This design comes from an exercise in tuning for small area on the open sky130 flow, not from production work.
Function was checked by simulation only, so behaviour that the tests miss may differ from the original.

==> inputs of exp/zinc <==
==> flow/design.v (excerpt) <==
module top_gray_sobel (
        input logic    clk_i,
        input logic    nreset_i,
        input logic    [1:0] select_i,
        input logic    finish_i,
        input logic    start_i,
        input logic    [MAX_PIXEL_BITS-1:0] in_pixel_i,
        output logic   [MAX_PIXEL_BITS-1:0] out_pixel_o,
        output logic   px_ready_sobel_o
    );
    wire sel0 = (select_i == 2'd0);
    wire sel1 = (select_i == 2'd1);
    wire sel2 = (select_i == 2'd2);
    wire sel3 = (select_i == 2'd3);
    logic [MAX_PIXEL_BITS-1:0] px_q;
    logic gray_busy_q, gray_valid_q, gray_busy_nx;
    logic byp_q, byp_nx;
    logic [7:0] gray_sum, gray;
    always_ff @(posedge clk_i) px_q <= in_pixel_i;
    assign gray_busy_nx = gray_busy_q ? ~finish_i : (start_i & (sel0 | sel2));
    assign byp_nx       = byp_q ? ~finish_i : (start_i & sel3);
    always_ff @(posedge clk_i or negedge nreset_i) begin
        if (!nreset_i) begin
            gray_busy_q  <= 1'b0;
            gray_valid_q <= 1'b0;
            byp_q        <= 1'b0;
        end else begin
            gray_busy_q  <= gray_busy_nx;
            gray_valid_q <= gray_busy_nx & ~sel1;
            byp_q        <= byp_nx;
        end
    end
    logic gs1, gs2;
    ha gsu2 (.a(px_q[10]), .b(px_q[13]), .s(gs1), .co(gs2));
    logic gs3, gs4;
    fa gsu4 (.a(px_q[11]), .b(px_q[14]), .c(px_q[5]), .s(gs3), .co(gs4));
    logic gs5, gs6;
    ha gsu6 (.a(px_q[8]), .b(px_q[3]), .s(gs5), .co(gs6));
    logic gs7, gs8;
    fa gsu8 (.a(px_q[12]), .b(px_q[6]), .c(px_q[9]), .s(gs7), .co(gs8));
    logic gs9, gs10;
    ha gsu10 (.a(px_q[12]), .b(px_q[6]), .s(gs9), .co(gs10));
    logic gs11, gs12;
    fa gsu12 (.a(gs1), .b(px_q[7]), .c(px_q[2]), .s(gs11), .co(gs12));
    logic gs13, gs14;
    fa gsu14 (.a(gs3), .b(gs5), .c(px_q[4]), .s(gs13), .co(gs14));
    logic gs15, gs16;
    fa gsu16 (.a(gs7), .b(px_q[4]), .c(gs4), .s(gs15), .co(gs16));
    logic gs17, gs18;
    ha gsu18 (.a(px_q[13]), .b(px_q[7]), .s(gs17), .co(gs18));
    logic gs19, gs20;
    ha gsu20 (.a(gs9), .b(px_q[1]), .s(gs19), .co(gs20));
    logic gs21, gs22;
    fa gsu22 (.a(gs11), .b(px_q[3]), .c(gs10), .s(gs21), .co(gs22));
    logic gs23, gs24;
  ...
clock: 10.0 ns
lec_check: 0
cap_margin: 20
core_area: 5 5 115 115
cts_buf_list: sky130_fd_sc_hd__clkbuf_4 sky130_fd_sc_hd__clkbuf_8
die_area: 0 0 120 120
slew_margin: 20
synth_hierarchical: 1
synth_minimum_keep_size: 0
standard.sh (not shown) runs the stock make flow with config.mk's settings and CLKGATE_MAP_FILE= SYNTH_SCRIPT=/design/flow/synth_recipe.tcl, a recipe that flattens the netlist after the stock synthesis.
==> flow/flow/run.sh <==
#!/bin/bash
# The standard layout (standard.sh: the standard flow's synthesis and ORFS flow), with
#  - port buffers of the smallest buffer cell instead of the default choice,
#  - clock tree synthesis without dummy loads at the tree's leaves.
# Each tool's full output goes to a log of its own under orfs/logs; make's
# output goes to flow_make.log here.
set -euo pipefail
export BUFFER_PORTS_ARGS="-buffer_cell sky130_fd_sc_hd__buf_1"
export CTS_ARGS="-sink_clustering_enable -repair_clock_nets -dont_use_dummy_load -buf_list {sky130_fd_sc_hd__clkbuf_4 sky130_fd_sc_hd__clkbuf_8}"
bash standard.sh > flow_make.log 2>&1
==> exp/fjord: changes against exp/zinc <==
--- a/flow/design.v
+++ b/flow/design.v
@@ -94,19 +94,11 @@
     logic gs43, gs44;
     fa gsu44 (.a(px_q[9]), .b(gs30), .c(gs42), .s(gs43), .co(gs44));
     assign gray_sum[6] = gs43;
     assign gray_sum[7] = gs44;
     assign gray = gray_valid_q ? gray_sum : 8'd0;
-    localparam logic [3:0] S_IDLE = 4'd0;
-    localparam logic [3:0] S_F1   = 4'd1;
-    localparam logic [3:0] S_F2   = 4'd2;
-    localparam logic [3:0] S_F3   = 4'd3;
-    localparam logic [3:0] S_F4   = 4'd4;
-    localparam logic [3:0] S_F5   = 4'd5;
-    localparam logic [3:0] S_F6   = 4'd6;
-    localparam logic [3:0] S_F7   = 4'd7;
-    localparam logic [3:0] S_F8   = 4'd8;
+    localparam logic [3:0] S_IDLE = 4'd0;    
     localparam logic [3:0] S_F9   = 4'd9;
     localparam logic [3:0] S_WAIT = 4'd10;
     localparam logic [3:0] S_N1   = 4'd11;
     localparam logic [3:0] S_N2   = 4'd12;
     localparam logic [3:0] S_N3   = 4'd13;
@@ -117,36 +109,28 @@
     logic result, show, second;
     logic [7:0] w1, w2, w3, w4, w5, w6, w7, w8, p2_n;
     logic [7:0] op_p0, op_p1, op_p2, op_n0, op_n1, op_n2;
     logic [10:0] s_sum;
     logic [3:0] q;
-    logic neg, sat, sat_q, q_gt;
-    logic [6:0] mag, mag_q;
+    logic neg, sat, sat1_q, sat2_q, q_gt;
+    logic [6:0] mag, mag1_q, mag2_q, mag_max;
     logic [6:0] low_or;
     logic [7:0] sobel;
     assign start_sobel = start_i & (sel1 | sel2);
     assign in_gray_n = ~(sel1 ? in_pixel_i[7:0] : sel2 ? gray : 8'd0);
     always_comb begin
         st_nx  = st_q;
         result = 1'b0;
         case (st_q)
-            S_IDLE: if (start_sobel) st_nx = S_F1;
-            S_F1: st_nx = S_F2;
-            S_F2: st_nx = S_F3;
-            S_F3: st_nx = S_F4;
-            S_F4: st_nx = S_F5;
-            S_F5: st_nx = S_F6;
-            S_F6: st_nx = S_F7;
-            S_F7: st_nx = S_F8;
-            S_F8: st_nx = S_F9;
+            S_IDLE: if (start_sobel) st_nx = 4'd1;
+            4'd1, 4'd2, 4'd3, 4'd4, 4'd5, 4'd6, 4'd7, 4'd8: st_nx = st_q + 4'd1;
             S_F9: begin
                 st_nx  = S_WAIT;
                 result = 1'b1;
             end
             S_WAIT: st_nx = S_N1;
-            S_N1: st_nx = finish_i ? S_IDLE : S_N2;
-            S_N2: st_nx = finish_i ? S_IDLE : S_N3;
+            S_N1, S_N2: st_nx = finish_i ? S_IDLE : st_q + 4'd1;
             S_N3: begin
                 st_nx  = finish_i ? S_IDLE : S_N0;
                 result = ~finish_i;
             end
             S_N0: st_nx = finish_i ? S_IDLE : S_N1;
@@ -297,20 +281,23 @@
     always_comb begin
         low_or[0] = 1'b0;
         for (int k = 1; k < 7; k++) low_or[k] = low_or[k-1] | s_sum[k-1];
     end
     assign mag = s_sum[6:0] ^ ({7{neg}} & low_or);
+    always_ff @(posedge clk_i) begin
+        sat1_q <= sat;
+        mag1_q <= mag;
+        sat2_q <= sat1_q;
+        mag2_q <= mag1_q;
+    end
     always_comb begin
         q_gt = 1'b0;
         for (int k = 0; k < 7; k++)
-            q_gt = (mag_q[k] & ~mag[k]) | (mag_q[k] & q_gt) | (~mag[k] & q_gt);
-    end
-    always_ff @(posedge clk_i) begin
-        sat_q <= sat | (second & sat_q);
-        mag_q <= (second & q_gt) ? mag_q : mag;
+            q_gt = (mag1_q[k] & ~mag2_q[k]) | (~(mag1_q[k] ^ mag2_q[k]) & q_gt);
     end
-    assign sobel = ~show ? 8'd0 : sat_q ? 8'hff : {mag_q, 1'b0};
+    assign mag_max = q_gt ? mag1_q : mag2_q;
+    assign sobel   = ~show ? 8'd0 : (sat1_q | sat2_q) ? 8'hff : {mag_max, 1'b0};
     always_comb begin
         case (select_i)
             2'd0:       out_pixel_o = {7'b0, gray};
             2'd1, 2'd2: out_pixel_o = {7'b0, sobel};
             default:    out_pixel_o = byp_q ? px_q : '0;
==> qor summary <==
Biggest cell delay along the critical path: exp/fjord 530 ps; exp/zinc 720 ps
Layout buffering overhead excluding clock cells: exp/fjord 0.0257; exp/zinc 0.0304
Post-placement setup slack: exp/fjord 2500 ps; exp/zinc 1380 ps
Average footprint of a synthesized cell: exp/fjord 14.4 µm²; exp/zinc 13.4 µm²
M3 GR Usage: exp/fjord 0.0514; exp/zinc 0.0396
CP Capture Point: exp/fjord sat1_q$_DFF_P_; exp/zinc mag_q[5]$_DFFE_PN_
Number of fill cells in the layout: exp/fjord 1063; exp/zinc 1068
Max-Slew Margin vs Limit: exp/fjord 0.521; exp/zinc 0.507
XOR/XNOR Fraction of Synth Area: exp/fjord 0.0112; exp/zinc 0.00834
Status: exp/fjord timing/DRC/antenna clean; exp/zinc timing/DRC/antenna clean
Hold path startpoint: exp/fjord sat1_q$_DFF_P_; exp/zinc w5[7]$_DFFE_PP_
Number of gates on the worst path with buffers counted: exp/fjord 18; exp/zinc 21
Proportion of cell area spent on the clock network: exp/fjord 0.0210; exp/zinc 0.0218
Maximum fanout count along the critical path: exp/fjord 3; exp/zinc 11
Util after Layout: exp/fjord 0.492; exp/zinc 0.474
Register-to-register setup slack: exp/fjord 2730 ps; exp/zinc 1600 ps

-- what the ideal ports hide --
The flow's constraints put no driver on any port. The routed layouts listed below were extracted and timed again, unchanged, in two steps.
Step 1: set_driving_cell puts a clkbuf_16 on clk_i and a buf_2 on each other input, an assumption about the parent block.
Step 2 also shifts input and output timing later by t, the mid clock arrival at the registers, as if the neighbouring blocks saw the same clock.
a / b / c = ideal ports / drivers / drivers and shift; a / b = the first two.
run	t, ns	setup WS [ns]	clock arrival spread, ns	cell pins on the clock port's net
exp/zinc	0.403	1.597 / 1.597 / 1.411	0.019 / 0.019	1
exp/fjord	0.381	2.729 / 2.729 / 2.514	0.022 / 0.022	1
After both steps setup and hold are still met in every run listed. The setup slack of exp/fjord, which loses most, moves by 0.000 ns with the drivers and by -0.215 ns with both steps.
